Background: an optimization exercise with open tools, aiming at small area and a short achievable clock period. Do not read the settings as production practice. RTL that was checked went through simulation tests only; none was proved equivalent to the original. No activity file was given, so power comes from the tool's default toggle rates.

==> flow/design.v <==
module FlexiPacketEngine(
input clk,
input resetn,
input validIn,
input [31:0] dataIn,
input lastIn,
output reg validOut,
output reg [31:0] dataOut,
output reg lastOut
);
localparam DEPTH = 99;                 
reg [32*DEPTH-1:0] line;               
reg [6:0]  cnt;                        
reg [6:0]  rem;                        
reg [15:0] seq;
reg        st_hdr, st_pay, st_rep1, st_rep2, st_ftr;
reg [31:0] part0, part1, part2;        
wire rx       = ~(st_hdr | st_pay | st_rep1 | st_rep2 | st_ftr);
always @(posedge clk)
	line <= {line[32*DEPTH-33:0], dataIn};
reg [99:1] sel;
integer j;
always @(*) begin
	for (j = 1; j <= 99; j = j + 1)
		sel[j] = (cnt == j);
end
wire [32*33-1:0] grp_n;                
genvar g, b;
generate
	for (g = 0; g < 33; g = g + 1) begin : grp
		for (b = 0; b < 32; b = b + 1) begin : bt
			FlexiPacketEngine_aoi222 u (
				.a1(sel[3*g+1]), .a2(line[32*(3*g)+b]),
				.b1(sel[3*g+2]), .b2(line[32*(3*g+1)+b]),
				.c1(sel[3*g+3]), .c2(line[32*(3*g+2)+b]),
				.y(grp_n[32*g+b]));
		end
	end
endgenerate
reg [31:0] or0, or1, or2;
integer k;
always @(*) begin
	or0 = 32'h0;
	or1 = 32'h0;
	or2 = 32'h0;
	for (k = 0; k < 11; k = k + 1) begin
		or0 = or0 | ~grp_n[32*k +: 32];
		or1 = or1 | ~grp_n[32*(k+11) +: 32];
		or2 = or2 | ~grp_n[32*(k+22) +: 32];
	end
end
always @(posedge clk) begin
	part0 <= or0;
	part1 <= or1;
	part2 <= or2;
end
wire [31:0] tap = part0 | part1 | part2;
always @(posedge clk or negedge resetn) begin
	if (!resetn) begin
		cnt      <= 7'd0;
		rem      <= 7'd0;
		seq      <= 16'h0001;
		st_hdr   <= 1'b0;
		st_pay   <= 1'b0;
		st_rep1  <= 1'b0;
		st_rep2  <= 1'b0;
		st_ftr   <= 1'b0;
		validOut <= 1'b0;
		lastOut  <= 1'b0;
		dataOut  <= 32'h0;
	end else begin
		if (rx)
			cnt <= validIn ? cnt + 7'd1 : 7'd0;
		if (st_hdr)
			rem <= cnt;
		else if (st_pay)
			rem <= rem - 7'd1;
		if (st_ftr)
			seq <= seq + 16'h0001;
		st_hdr   <= rx & validIn & lastIn;
		st_pay   <= st_hdr | (st_pay & (rem != 7'd1));
		st_rep1  <= st_pay & (rem == 7'd1);
		st_rep2  <= st_rep1;
		st_ftr   <= st_rep2;
		validOut <= ~rx;
		lastOut  <= st_ftr;
		dataOut  <= ({32{st_hdr}} & {seq, 9'b0, cnt})
		          | ({32{st_pay}} & tap)
		          | ({32{st_rep1 | st_rep2}} & dataOut)
		          | {32{st_ftr}};
	end
end
endmodule
module FlexiPacketEngine_aoi222(
input a1, input a2, input b1, input b2, input c1, input c2,
output y
);
assign y = ~((a1 & a2) | (b1 & b2) | (c1 & c2));
endmodule
make LEC_CHECK=0 CAP_MARGIN=20 CORE_MARGIN=2 CORE_UTILIZATION=55 CTS_BUF_LIST=sky130_fd_sc_hd__clkbuf_16 CTS_CLUSTER_DIAMETER=50 CTS_CLUSTER_SIZE=24 PLACE_DENSITY=0.65 SETUP_SLACK_MARGIN=4.3 SLEW_MARGIN=20 SYNTH_HIERARCHICAL=1 SYNTH_MINIMUM_KEEP_SIZE=0 finish   # period 7.0 ns
run.sh (not shown) runs the stock make flow with config.mk's settings and CLKGATE_MAP_FILE= SYNTH_SCRIPT=/design/flow/synth_recipe.tcl, a recipe that flattens the netlist after the stock synthesis.
Next try:
==> flow/design.v (replaced) <==
module FlexiPacketEngine(
input clk,
input resetn,
input validIn,
input [31:0] dataIn,
input lastIn,
output reg validOut,
output reg [31:0] dataOut,
output reg lastOut
);
localparam DEPTH = 100;                
reg [32*DEPTH-1:0] line;               
reg [6:0]  cnt;                        
reg [6:0]  rem;                        
reg [15:0] seq;
reg        st_hdr, st_pay, st_rep1, st_rep2, st_ftr;
reg [99:1] sel;                        
wire rx       = ~(st_hdr | st_pay | st_rep1 | st_rep2 | st_ftr);
wire pay_next = st_hdr | (st_pay & (rem != 7'd1));
always @(posedge clk)
	line <= {line[32*DEPTH-33:0], dataIn};
integer j;
always @(*) begin
	for (j = 1; j <= 99; j = j + 1)
		sel[j] = (cnt == j) & st_pay;
end
wire [32*33-1:0] grp_n;                
genvar g, b;
generate
	for (g = 0; g < 33; g = g + 1) begin : grp
		for (b = 0; b < 32; b = b + 1) begin : bt
			FlexiPacketEngine_aoi222 u (
				.a1(sel[3*g+1]), .a2(line[32*(3*g+1)+b]),
				.b1(sel[3*g+2]), .b2(line[32*(3*g+2)+b]),
				.c1(sel[3*g+3]), .c2(line[32*(3*g+3)+b]),
				.y(grp_n[32*g+b]));
		end
	end
endgenerate
reg [31:0] tap;
integer k;
always @(*) begin
	tap = 32'h0;
	for (k = 0; k < 33; k = k + 1)
		tap = tap | ~grp_n[32*k +: 32];
end
always @(posedge clk or negedge resetn) begin
	if (!resetn) begin
		cnt      <= 7'd0;
		rem      <= 7'd0;
		seq      <= 16'h0001;
		st_hdr   <= 1'b0;
		st_pay   <= 1'b0;
		st_rep1  <= 1'b0;
		st_rep2  <= 1'b0;
		st_ftr   <= 1'b0;
		validOut <= 1'b0;
		lastOut  <= 1'b0;
		dataOut  <= 32'h0;
	end else begin
		if (rx)
			cnt <= validIn ? cnt + 7'd1 : 7'd0;
		if (st_hdr)
			rem <= cnt;
		else if (st_pay)
			rem <= rem - 7'd1;
		if (st_ftr)
			seq <= seq + 16'h0001;
		st_hdr   <= rx & validIn & lastIn;
		st_pay   <= pay_next;
		st_rep1  <= st_pay & (rem == 7'd1);
		st_rep2  <= st_rep1;
		st_ftr   <= st_rep2;
		validOut <= ~rx;
		lastOut  <= st_ftr;
		dataOut  <= ({32{st_hdr}} & {seq, 9'b0, cnt})
		          | ({32{st_pay}} & tap)
		          | ({32{st_rep1 | st_rep2}} & dataOut)
		          | {32{st_ftr}};
	end
end
endmodule
module FlexiPacketEngine_aoi222(
input a1, input a2, input b1, input b2, input c1, input c2,
output y
);
assign y = ~((a1 & a2) | (b1 & b2) | (c1 & c2));
endmodule
Effect: The new run ran to the end with no violations. Hold slack stays flat. Wire length rose by about 4.3%. Setup slack gets worse by 0.86 ns. Power fell by 0.90%. Die area fell by about 1.4%. Clock-buffer cell count rose by 5. Fmax fell by 23%. Critical path depth rose by 8. Cell count barely changes. Clock skew fell by 0.015 ns. Final area rose by 0.48%. Synthesized cell count fell by 1.8%.
No functional check of the RTL was part of the second run of this note.

## what the ideal ports hide
Ports are ideal in the flow. The routed layouts listed here were re-timed in OpenROAD.
Step 1 (the two cells are an assumption about what drives the block):
set clk [get_ports {clk}]
set_driving_cell -lib_cell sky130_fd_sc_hd__clkbuf_16 $clk
set_driving_cell -lib_cell sky130_fd_sc_hd__buf_2 [delete_from_list [all_inputs] $clk]
Step 2 also shifts input and output timing later by t, the mid clock arrival at the registers, as if the neighbouring blocks saw the same clock.
Three values: ideal, step 1, step 2; two values: the first two.
run	shift t [ns]	setup WS [ns]	hold slack, ns	worst setup path at the end
the first run	0.911	4.125 / 4.047 / 4.225	0.324 / 0.324 / 0.324	input to register
the second run	0.892	3.263 / 3.263 / 3.263	0.327 / 0.327 / 0.327	register to register
After both steps every run listed still meets setup and hold.
